From an optimization exercise on the open Yosys and OpenROAD flow, aimed at small area and few clock cycles per item; shortcuts taken in it are not production practice. Only simulation tests tie the RTL to the original design; equivalence was not proved.

==> flow/design.v, too long to show whole: its modules and the start of the top module <==
// module mac: 327 lines
// module fa_vec: 7 lines
// module ha_vec: 7 lines
// module convolver: 68 lines
module convolver #(
	parameter n = 8'h0a,	 
	parameter k = 8'h03,  
	parameter s = 1,  
	parameter BL = 16,  
	parameter Q = 12  
	)(
	input logic clk,
	input logic rst,
	input logic ce,
	input logic [BL-1:0] activation,
	input logic [(k*k)*BL-1:0] weight1,
	output logic [31:0] conv_op,
	output logic valid_conv,
	output logic end_conv
	);
  // ...
==> flow/run.sh <==
#!/bin/bash
# synth_recipe.tcl (not shown) runs the flow's synth.tcl, then flattens the netlist and writes it again
# the make line also repeats each setting of config.mk as NAME=value (left out here)
make -C /OpenROAD-flow-scripts/flow DESIGN_CONFIG=/design/flow/config.mk WORK_HOME=/design/flow/orfs CLKGATE_MAP_FILE= SYNTH_SCRIPT=/design/flow/synth_recipe.tcl finish
==> flow/config.mk <==
export PLATFORM = sky130hd
export DESIGN_NAME = convolver
export DESIGN_NICKNAME = convolver
export VERILOG_FILES = /design/flow/design.v
export SDC_FILE = /design/flow/constraint.sdc
export NUM_CORES = 4
export LEC_CHECK = 0
export CAP_MARGIN = 0
export CORE_MARGIN = 2
export CORE_UTILIZATION = 60
export SLEW_MARGIN = 0
export SYNTH_HIERARCHICAL = 1
==> flow/constraint.sdc <==
create_clock -name core_clock -period 8.0 [get_ports {clk}]
set_input_delay 1.6000 -clock core_clock [delete_from_list [all_inputs] [get_ports {clk}]]
set_output_delay 1.6000 -clock core_clock [all_outputs]
set_load 0.01 [all_outputs]
==> flow_summary_export.csv, run 1 <==
group,metric,value,unit
floorplanning,start_util,60.4,%
synth,syn-cell-area,71100,um^2
clock_tree,cts_buffers,50,
place,numPortBuffers,196,
place,postPlaceCellArea,79700,um^2
global_route,met3_usage,24.2,%
synth,synth_top_cell_by_area,"fa_1",
synth,synth-simple-area-share,13.0,%
synth,yosysMostFrequentCell,"nand2_1",
global_route,met2_usage,75.9,%
status,outcome,"did not finish",
synth,synth_area_leaders,"fa_1 (63%), edfxtp_1 (18%), nand2_1 (12%)",
global_route,grt_max_degree,145,
synth,synth_compound_area_share,0.991,%
place,gp_congestion,1.07,
global_route,use_met1,59.9,%
synth,yosysWarnings,8,
global_route,gr-total-overflow,6,
clock_tree,cts_root_buffer,"clkbuf_16",
synth,synth-xor-area-share,0.562,%
synth,ys_ff_latch,426,
clock_tree,hold_buffers,0,
synth,ys_async_sr_fraction,2.35,%
status,error,"[ERROR GRT-0116] Global routing finished with congestion. Check the congestion regions in the DRC Viewer.",
place,pre_cts_slack,-0.725,ns
status,lastStage,"global routing (5_1_grt)",
Testbench counts, summed over its fixed seeds: cycles 6,592, images 64.
==> inputs of run 2 (changes only) <==
==> flow/config.mk (replaced) <==
export PLATFORM = sky130hd
export DESIGN_NAME = convolver
export DESIGN_NICKNAME = convolver
export VERILOG_FILES = /design/flow/design.v
export SDC_FILE = /design/flow/constraint.sdc
export NUM_CORES = 4
export LEC_CHECK = 0
export CAP_MARGIN = 20
export CORE_MARGIN = 2
export CORE_UTILIZATION = 40
export GPL_TIMING_DRIVEN = 0
export SETUP_SLACK_MARGIN = 0.2
export SLEW_MARGIN = 20
export SYNTH_HIERARCHICAL = 1
==> flow_summary_export.csv, run 2 <==
group,metric,value,unit
floorplanning,start_util,40.3,%
drt,drt-total-wl,305000,um
floorplanning,dieWidth,426,um
cells_and_area,syn_to_final_growth,9.76,%
global_route,gr-total-overflow,0,
sta,slew_headroom,23.2,%
sta,period_minus_slack,7.78,ns
drt,wl_met3,33000,um
sta,worstMarginPinSlew,1.14,ns
synth,syn_area_per_cell,12.0,um^2
synth,synth_area_leaders,"fa_1 (63%), edfxtp_1 (18%), nand2_1 (12%)",
synth,synth-edff-count,416,
synth,ys_async_sr_fraction,2.35,%
status,outcome,"finished clean",
drt,drt_iter0_markers,5728,
synth,postSynthCellCount,5920,
synth,syn-cell-area,71100,um^2
critical_path,setup.worst_path.class,"in -> reg",
cells_and_area,final_area,78000,um^2
critical_path,path_common_cell,"fa_1",
clock_tree,worstSkewPairLatency,0.75,ns
drt,drcViolationCount,0,
clock_tree,cts_buffers,49,
cells_and_area,largest_reg_flops,352,
sta,finalCritPeriodShare,97.3,%
critical_path,critPathMaxStageDelay,0.62,ns
clock_tree,clock_path_buffers,3,
floorplanning,die_h,426,um
cells_and_area,finalNetCount,8520,
place,numPortBuffers,68,
floorplanning,core-area,176000,um^2
synth,ys_ff_latch,426,
cells_and_area,largest-register,"sh_r",
global_route,groute.usage.overall,34.9,%
synth,synth_nets,8389,
drt,routed_via_density,5.78,
sta,max_freq,129,MHz
cells_and_area,fillCellCount,16544,
sta,fin_skew,0.105,ns
sta,grt_setup_unrepaired,"true",
cells_and_area,final_common_cell,"nand2_1",
clock_tree,cts_root_buffer,"clkbuf_16",
place,pre_cts_slack,-2.34,ns
critical_path,critPathMaxFanout,10,
synth,synth_top_cell_by_area,"fa_1",
sta,layout_setup_ws,0.218,ns
place,postPlaceCellArea,74900,um^2
synth,yosysMostFrequentCell,"nand2_1",
clock_tree,clkSlewWorstSetupHoldPaths,0.07,ns
clock_tree,cts_tree,"built",
global_route,grt_pass1_vias,53234,
drt,met1_length,102000,um
floorplanning,ios,197,
clock_tree,cts_sinks,426,
sta,slew_violations,0,
sta,finalHoldViolCount,0,
synth,synthFlopType,"edfxtp_1",
cells_and_area,drive_gt1_share,9.70,%
place,gp_congestion,1.06,
drt,vias,48758,
cells_and_area,utilization,44.2,%
cells_and_area,layout_common_cells,"nand2_1 (2299), fa_1 (2153), edfxtp_1 (416)",
synth,synth_commonest_cells,"nand2_1 (2299), fa_1 (2226), clkbuf_1 (553)",
run,cap_violations,0,
cells_and_area,reg_top3,"sh_r (352), cs0 (32), cs1 (32)",
critical_path,critPathLaunchType,"input pin",
drt,wl_per_cell,36.2,um
synth,synth_top_area_share,62.7,%
synth,yosysWarnings,8,
drt,top_layer_used,"met5",
global_route,grt_pass1_wl,423000,um
floorplanning,fp.dieArea,181000,um^2
global_route,grt_max_degree,108,
sta,hold_ws,0.318,ns
critical_path,slowest_stage,"fa_2",
global_route,antenna_found_initial,20,
worst_hold_path,hold_path.class,"reg -> reg",
critical_path,rrSetupSlack,0.26,ns
synth,yosysSeqAreaShare,17.9,%
place,hpwl,274000,um
critical_path,crit_chain,"clkbuf_2 > clkbuf_2 > nand2_1 > fa_2 > fa_1 > fa_2 > fa_1 > fa_1 > fa_1 > fa_2 > fa_1 > fa_1 > fa_1 > fa_2 > ha_1",
sta,final-setup-viol-count,0,
drt,firstDrtPassIters,6,
drt,ant_nets,0,
synth,synth.distinct_cells,56,
critical_path,required,8.45,ns
drt,wl_met2,137000,um
clock_tree,htreeDepth,2,
floorplanning,rows,154,
critical_path,worstSetupEndpointType,"flip-flop",
critical_path,arrival,8.23,ns
run 2: area by class of cell:
class | instances | area (um^2) | area share (%)
plain buffers | 575 | 3420 | 4.38
inverters | 51 | 191 | 0.245
clock inverters | 37 | 470 | 0.603
diodes | 9 | 22.5 | 0.0289
clock buffers | 55 | 1270 | 1.63
repair buffers | 80 | 830 | 1.06
flip-flops and latches | 426 | 12700 | 16.3
well taps | 2340 | 2930 | 3.75
multi-input cells | 4868 | 56100 | 72.0
run 2: critical path, delay by kind of cell:
kind,cells,cell delay (ns)
adder cells (fa/ha/maj),12,5.70
buffers and inverters,2,0.74
AND/OR/NAND/NOR,1,0.15
run 2: worst paths after layout:
path,from,end,cells past startpoint
worst max-delay path,weight1[132],cs1[18],15
worst min-delay path,sh_r[2][13],sh_r[3][13],0
worst max register to register,sh_r[19][4],cs1[19],15
worst min register to register,sh_r[2][13],sh_r[3][13],0
max in group asynchronous,rst,row[3],2
min in group asynchronous,rst,valid_conv,2
run 2: per-layer routing:
layer	vias up	GRT usage, %
met5	-	0
met4	4	29.7
met3	848	9.30
met2	3299	53.0
met1	26387	41.3
li1	18220	-
run 2: cell families (layout without fill, tap and decap cells):
group,count (synthesis),count (layout),share of synthesized area (%)
and+or+nand+nor,2409,2409,13.0
muxes,1,1,0.0158
adders and majority gates,2306,2306,64.1
other,1,10,0.00528
DFF,426,426,17.9
xor gates and xnor gates,44,44,0.562
AOI/OAI and AO/OA,107,107,0.991
buffers and inverters,626,798,3.38
run 2: timing repair:
| action | 4_1_cts | 5_1_grt |
|---|---|---|
| resized for setup | 592 | 358 |
| endpoints found under the setup margin | 40 | 20 |
| hold buffers | 0 | 0 |
| buffers inserted | 8 | 0 |
| pin swaps | 6 | 15 |
run 2: metrics by stage:
| step | cells | setup TNS (ns) |
|---|---|---|
| 6_report | 8441 | 0 |
| 5_1_grt | 8434 | 0 |
| 4_1_cts | 8432 | 0 |
| 3_5_place_dp | 8332 | -54.84 |
| 3_3_place_gp | 8328 | -3817.75 |
| 2_1_floorplan | 5920 | 0 |
==> inputs of run 3 (changes only) <==
--- a/flow/config.mk
+++ b/flow/config.mk
@@ -8,7 +8,5 @@
 export CAP_MARGIN = 20
 export CORE_MARGIN = 2
 export CORE_UTILIZATION = 40
-export GPL_TIMING_DRIVEN = 0
-export SETUP_SLACK_MARGIN = 0.2
 export SLEW_MARGIN = 20
 export SYNTH_HIERARCHICAL = 1
==> flow_summary_export.csv, run 3 <==
group,metric,value,unit
status,outcome,"finished clean",
clock_tree,htreeDepth,2,
drt,vias,49602,
synth,ys_async_sr_fraction,2.35,%
global_route,gr-total-overflow,0,
cells_and_area,utilization,46.8,%
synth,ys_ff_latch,426,
cells_and_area,finalNetCount,8684,
clock_tree,clkSlewWorstSetupHoldPaths,0.07,ns
floorplanning,start_util,40.3,%
worst_hold_path,hold_path.class,"reg -> reg",
drt,wl_per_cell,33.6,um
global_route,antenna_found_initial,2,
clock_tree,cts_root_buffer,"clkbuf_16",
sta,worstMarginPinSlew,1.19,ns
clock_tree,cts_sinks,426,
drt,firstDrtPassIters,6,
synth,synth_top_area_share,62.7,%
sta,final-setup-viol-count,0,
floorplanning,fp.dieArea,181000,um^2
place,numPortBuffers,196,
critical_path,worstSetupEndpointType,"flip-flop",
run,cap_violations,0,
place,hpwl,256000,um
sta,fin_skew,0.0402,ns
synth,syn-cell-area,71100,um^2
global_route,grt_pass1_vias,54986,
sta,grt_setup_unrepaired,"false",
sta,finalHoldViolCount,0,
cells_and_area,final_common_cell,"nand2_1",
floorplanning,rows,154,
sta,slew_violations,0,
sta,max_freq,127,MHz
critical_path,timing.rr.start,"sh_r[11][7]",
critical_path,worstSetupStartpoint,"weight1[10]",
synth,synth.distinct_cells,56,
sta,slew_headroom,20.8,%
synth,synth_top_cell_by_area,"fa_1",
cells_and_area,largest-register,"sh_r",
drt,routed_via_density,5.77,
cells_and_area,drive_gt1_share,11.5,%
drt,drcViolationCount,0,
sta,period_minus_slack,7.87,ns
sta,fin_tns_setup,0,ns
drt,ant_nets,0,
worst_hold_path,min-delay-start,"sh_r[8][7]",
global_route,grt_pass1_wl,409000,um
clock_tree,cts_buffers,52,
floorplanning,die_h,426,um
global_route,grt_max_degree,147,
drt,drt-total-wl,289000,um
sta,hold_ws,0.412,ns
synth,synth-edff-count,416,
sta,finalCritPeriodShare,98.4,%
drt,drt_iter0_markers,6225,
synth,synth_nets,8389,
floorplanning,ios,197,
critical_path,ff2ff_path_depth,13,
cells_and_area,syn_to_final_growth,16.0,%
cells_and_area,largest_reg_flops,352,
critical_path,setup.worst_path.class,"in -> reg",
clock_tree,hold_buffers,0,
floorplanning,core-area,176000,um^2
synth,synth_commonest_cells,"nand2_1 (2299), fa_1 (2226), clkbuf_1 (553)",
synth,yosysMostFrequentCell,"nand2_1",
critical_path,critPathMaxFanout,9,
synth,syn_area_per_cell,12.0,um^2
synth,synth_area_leaders,"fa_1 (63%), edfxtp_1 (18%), nand2_1 (12%)",
cells_and_area,reg_top3,"sh_r (352), cs0 (32), cs1 (32)",
critical_path,required,8.41,ns
global_route,groute.usage.overall,33.1,%
cells_and_area,layout_common_cells,"nand2_1 (2299), fa_1 (2216), buf_4 (426)",
critical_path,arrival,8.27,ns
worst_hold_path,min_path_cells,0,
place,gp_congestion,1.01,
clock_tree,worstSkewPairLatency,0.70,ns
synth,yosysSeqAreaShare,17.9,%
critical_path,critPathLaunchType,"input pin",
cells_and_area,fillCellCount,15883,
synth,postSynthCellCount,5920,
synth,synthFlopType,"edfxtp_1",
synth,yosysWarnings,8,
clock_tree,cts_tree,"built",
floorplanning,dieWidth,426,um
clock_tree,cts_post_setup_buffers_inserted,0,
clock_tree,clock_path_buffers,3,
==> run 3: cell counts after synthesis <==
No cell type changed its count.
==> run 3: cell families after synthesis <==
logic type | after synthesis | synth area share (%)
DFF | 426 | 17.9
and+or+nand+nor | 2409 | 13.0
other | 1 | 0.00528
xor gates and xnor gates | 44 | 0.562
muxes | 1 | 0.0158
buffers and inverters | 626 | 3.38
AOI/OAI and AO/OA | 107 | 0.991
adders and majority gates | 2306 | 64.1
==> run 3: through the flow <==
stage          setup WS (ns)  instance area (um^2)  cells
6_report               0.131                 82500   8599
5_1_grt               0.0374                 82500   8597
4_1_cts               0.0236                 82500   8597
3_5_place_dp          -0.723                 80800   8501
3_3_place_gp          -0.677                 80800   8501
2_1_floorplan          0.142                 71100   5920
==> run 3: layer usage <==
| metal | part of all wire (%) | vias up | global-route usage (%) |
|---|---|---|---|
| li1 | - | 18538 | - |
| met1 | 32 | 26246 | 39.3 |
| met2 | 45 | 3850 | 50.6 |
| met3 | 10 | 966 | 5.91 |
| met4 | 12 | 2 | 32.2 |
| met5 | 0.0042 | - | 0 |
==> run 3: layout make-up <==
type	instances	area [um^2]	area share, %
clock inverters	40	282	0.341
well taps	2340	2930	3.55
clock buffers	56	1320	1.60
multi-input cells	4868	56000	67.9
diodes	2	5.00	0.00607
repair buffers	816	9050	11.0
inverters	51	191	0.232
flip-flops and latches	426	12700	15.4
==> run 3: path summary, 6_finish.rpt <==
path | end | slack, ns
min in group asynchronous | row[0] | 1.23
max in group asynchronous | col[2] | 6.50
worst min register to register | sh_r[9][7] | 0.41
worst min-delay path | sh_r[9][7] | 0.41
worst max register to register | cs1[23] | 0.59
worst max-delay path | cs1[23] | 0.13
==> run 3: timing repair <==
action | CTS | global route
endpoints found under the setup margin | 1 | 1
pin swaps | 0 | 1
resized for setup | 1 | 11
==> run 3: critical path, cell delays in order <==
cell and delay (ns):
clkdlybuf4s50_1 0.47, buf_4 0.18, buf_12 0.16, nand2_1 0.07, fa_1 0.46, fa_1 0.68, fa_1 0.51, fa_1 0.61
fa_1 0.49, fa_1 0.41, fa_1 0.45, fa_1 0.42, fa_1 0.43, fa_1 0.53, fa_1 0.43, ha_1 0.34
==> inputs of run 4 (changes only) <==
--- a/flow/config.mk
+++ b/flow/config.mk
@@ -7,6 +7,8 @@
 export LEC_CHECK = 0
 export CAP_MARGIN = 20
 export CORE_MARGIN = 2
-export CORE_UTILIZATION = 40
+export CORE_UTILIZATION = 45
+export GPL_TIMING_DRIVEN = 0
+export SETUP_SLACK_MARGIN = 0.1
 export SLEW_MARGIN = 20
 export SYNTH_HIERARCHICAL = 1
==> flow_summary_export.csv, run 4 <==
group,metric,value,unit
status,outcome,"finished clean",
synth,synthFlopType,"edfxtp_1",
sta,period_minus_slack,7.86,ns
global_route,use_met1,46.0,%
synth,yosysSeqAreaShare,17.9,%
cells_and_area,syn_to_final_growth,8.24,%
critical_path,path_depth,15,
place,numPortBuffers,68,
floorplanning,ios,197,
drt,drt_iter0_markers,5671,
global_route,groute.usage.overall,38.9,%
global_route,grt_max_degree,110,
synth,synth_top_area_share,62.7,%
critical_path,crit_chain,"buf_2 > clkbuf_4 > nand2_1 > fa_1 > fa_1 > fa_1 > fa_1 > fa_1 > fa_1 > fa_1 > fa_1 > fa_2 > fa_1 > fa_2 > ha_1",
synth,synth_top_family_by_area,"adder cells",
run,cap_violations,0,
synth,ys_async_sr_fraction,2.35,%
floorplanning,rows,145,
synth,synth_top_cell_by_area,"fa_1",
clock_tree,cts_tree,"built",
floorplanning,core-area,157000,um^2
clock_tree,hold_buffers,0,
critical_path,arrival,8.33,ns
sta,slew_violations,0,
drt,drt-total-wl,303000,um
sta,grt_setup_unrepaired,"true",
sta,worstMarginPinSlew,1.13,ns
floorplanning,dieWidth,401,um
sta,max_freq,127,MHz
synth,synthAdderAreaFrac,64.1,%
synth,synthMuxAreaShare,0.0158,%
synth,synth-xor-area-share,0.562,%
critical_path,critPathMaxStageDelay,0.74,ns
critical_path,ff2ff_path_depth,15,
cells_and_area,final_area,76900,um^2
critical_path,worstSetupEndpointType,"flip-flop",
synth,synth_nets,8389,
sta,final-setup-viol-count,0,
cells_and_area,reg_top3,"sh_r (352), cs0 (32), cs1 (32)",
place,hpwl,276000,um
critical_path,timing.rr.start,"sh_r[11][9]",
global_route,met2_usage,60.2,%
global_route,grt_pass1_wl,420000,um
synth,synth_compound_area_share,0.991,%
floorplanning,start_util,45.4,%
cells_and_area,utilization,49.1,%
synth,yosysMostFrequentCell,"nand2_1",
sta,layout_setup_ws,0.141,ns
cells_and_area,drive_gt1_share,7.99,%
cells_and_area,fillCellCount,14142,
place,pre_cts_slack,-2.13,ns
global_route,antenna_found_initial,13,
worst_hold_path,min-delay-start,"sh_r[3][12]",
floorplanning,die_h,401,um
cells_and_area,largest_reg_flops,352,
synth,syn-cell-area,71100,um^2
drt,vias,48263,
synth,synth_commonest_cells,"nand2_1 (2299), fa_1 (2226), clkbuf_1 (553)",
cells_and_area,layout_common_cells,"nand2_1 (2299), fa_1 (2157), edfxtp_1 (416)",
sta,finalHoldViolCount,0,
global_route,grt_pass1_vias,52609,
drt,firstDrtPassIters,6,
synth,synth.distinct_cells,56,
critical_path,required,8.47,ns
critical_path,regToRegEndpoint,"cs1[20]",
critical_path,setup.worst_path.class,"in -> reg",
clock_tree,worstSkewPairLatency,0.74,ns
drt,ant_nets,0,
drt,routed_via_density,5.95,
clock_tree,cts_root_buffer,"clkbuf_16",
synth,ys_ff_latch,426,
synth,syn_area_per_cell,12.0,um^2
critical_path,slowest_stage,"fa_1",
critical_path,rrSetupSlack,0.18,ns
synth,yosysWarnings,8,
critical_path,crit_buf_inv,2,
clock_tree,cts_sinks,426,
synth,synth_area_leaders,"fa_1 (63%), edfxtp_1 (18%), nand2_1 (12%)",
clock_tree,clock_path_buffers,3,
cells_and_area,largest-register,"sh_r",
sta,slew_headroom,24.4,%
worst_hold_path,hold_path.class,"reg -> reg",
clock_tree,cts_buffers,49,
place,postPlaceCellArea,74500,um^2
sta,fin_tns_setup,0,ns
critical_path,path_common_cell,"fa_1",
drt,drcViolationCount,0,
cells_and_area,final_common_cell,"nand2_1",
critical_path,critPathMaxFanout,10,
synth,synth-simple-area-share,13.0,%
clock_tree,htreeDepth,2,
critical_path,worstSetupStartpoint,"weight1[87]",
place,gp_congestion,1.03,
floorplanning,fp.dieArea,161000,um^2
global_route,gr-total-overflow,0,
global_route,met3_usage,6.94,%
critical_path,critPathLaunchType,"input pin",
clock_tree,clkSlewWorstSetupHoldPaths,0.06,ns
global_route,top_usage_layer,"met2",
synth,synth-edff-count,416,
critical_path,cpLargestDelayFamily,"adder cells",
drt,wl_per_cell,37.3,um
sta,fin_skew,0.0962,ns
critical_path,endpoint,"cs1[20]",
synth,postSynthCellCount,5920,
cells_and_area,finalNetCount,8487,
sta,finalCritPeriodShare,98.2,%
==> run 4: worst min path at each step <==
| stage | to | cells after the start | slack, ns |
|---|---|---|---|
| after global routing | sh_r[4][12] | 0 | 0.38 |
| final | sh_r[4][12] | 0 | 0.35 |
| after CTS | sh_r[4][12] | 0 | 0.35 |
| after detailed placement | sh_r[13][4] | 0 | 0.40 |
| after global placement | sh_r[3][6] | 0 | 0.40 |
| after floorplan | sh_r[13][0] | 0 | 0.40 |
==> run 4: layout make-up <==
type	instances	area (um^2)	area share (%)
antenna	2	5.00	0.00651
buffer	548	2920	3.79
clock buffer	55	1250	1.62
clock inverter	34	365	0.475
inverter	51	191	0.249
multi-input combinational	4868	56100	73.0
sequential	426	12700	16.6
tap	2058	2570	3.35
timing repair buffer	74	752	0.977
==> run 4: cells by family after synthesis <==
| family | Yosys count |
|---|---|
| adders and majority gates | 2306 |
| DFF | 426 |
| xor gates and xnor gates | 44 |
| muxes | 1 |
| buffers and inverters | 626 |
| other | 1 |
| and+or+nand+nor | 2409 |
| AOI/OAI and AO/OA | 107 |
==> run 4: repair_timing <==
| item | in CTS | in global routing |
|---|---|---|
| pin swaps | 6 | 10 |
| setup buffers | 2 | 0 |
| setup endpoints to repair | 39 | 18 |
| endpoints found under the hold margin | 0 | 0 |
| resized for setup | 485 | 214 |
==> run 4: routing by layer <==
| metal | wire [um] | vias to the layer above |
|---|---|---|
| met5 | 0 | - |
| met4 | 37600 | 0 |
| met3 | 27700 | 852 |
| met2 | 139000 | 3225 |
| met1 | 98900 | 26049 |
| li1 | - | 18137 |
==> run 4: metrics by stage <==
step	hold WS, ns	std cells
floorplan	0.400	5920
global placement	0.401	8046
detailed placement	0.405	8050
CTS	0.351	8114
global route	0.379	8114
finish	0.350	8116

[what the ideal ports hide]
No port has a modelled driver above. Below, the same layouts with a new extraction and two added sets of constraints. Step 1: set_driving_cell puts a clkbuf_16 on clk and a buf_2 on each other input, an assumption about the parent block. Step 2 adds t to the input delays and takes it off the output delays; t is the mean of the earliest and latest rising clock arrival at the registers after step 1. Input paths then give back, and output paths get back, about the clock's delay inside the block. Slacks: no drivers / after step 1 / after step 2; pairs: no drivers / after step 1.
run | shift t [ns] | setup slack, ns | worst setup path after step 2 | latest minus earliest clock arrival (ns)
run 2 | 0.790 | 0.218 / 0.225 / -0.565 | input to register | 0.118 / 0.118
run 3 | 0.758 | 0.131 / 0.182 / -0.576 | input to register | 0.044 / 0.044
run 4 | 0.776 | 0.141 / 0.176 / -0.594 | input to register | 0.099 / 0.099
Met with ideal ports but missed after step 2: setup timing in every run listed. The setup slack of run 2, which loses most, moves by +0.007 ns with the drivers and by -0.783 ns with both steps.
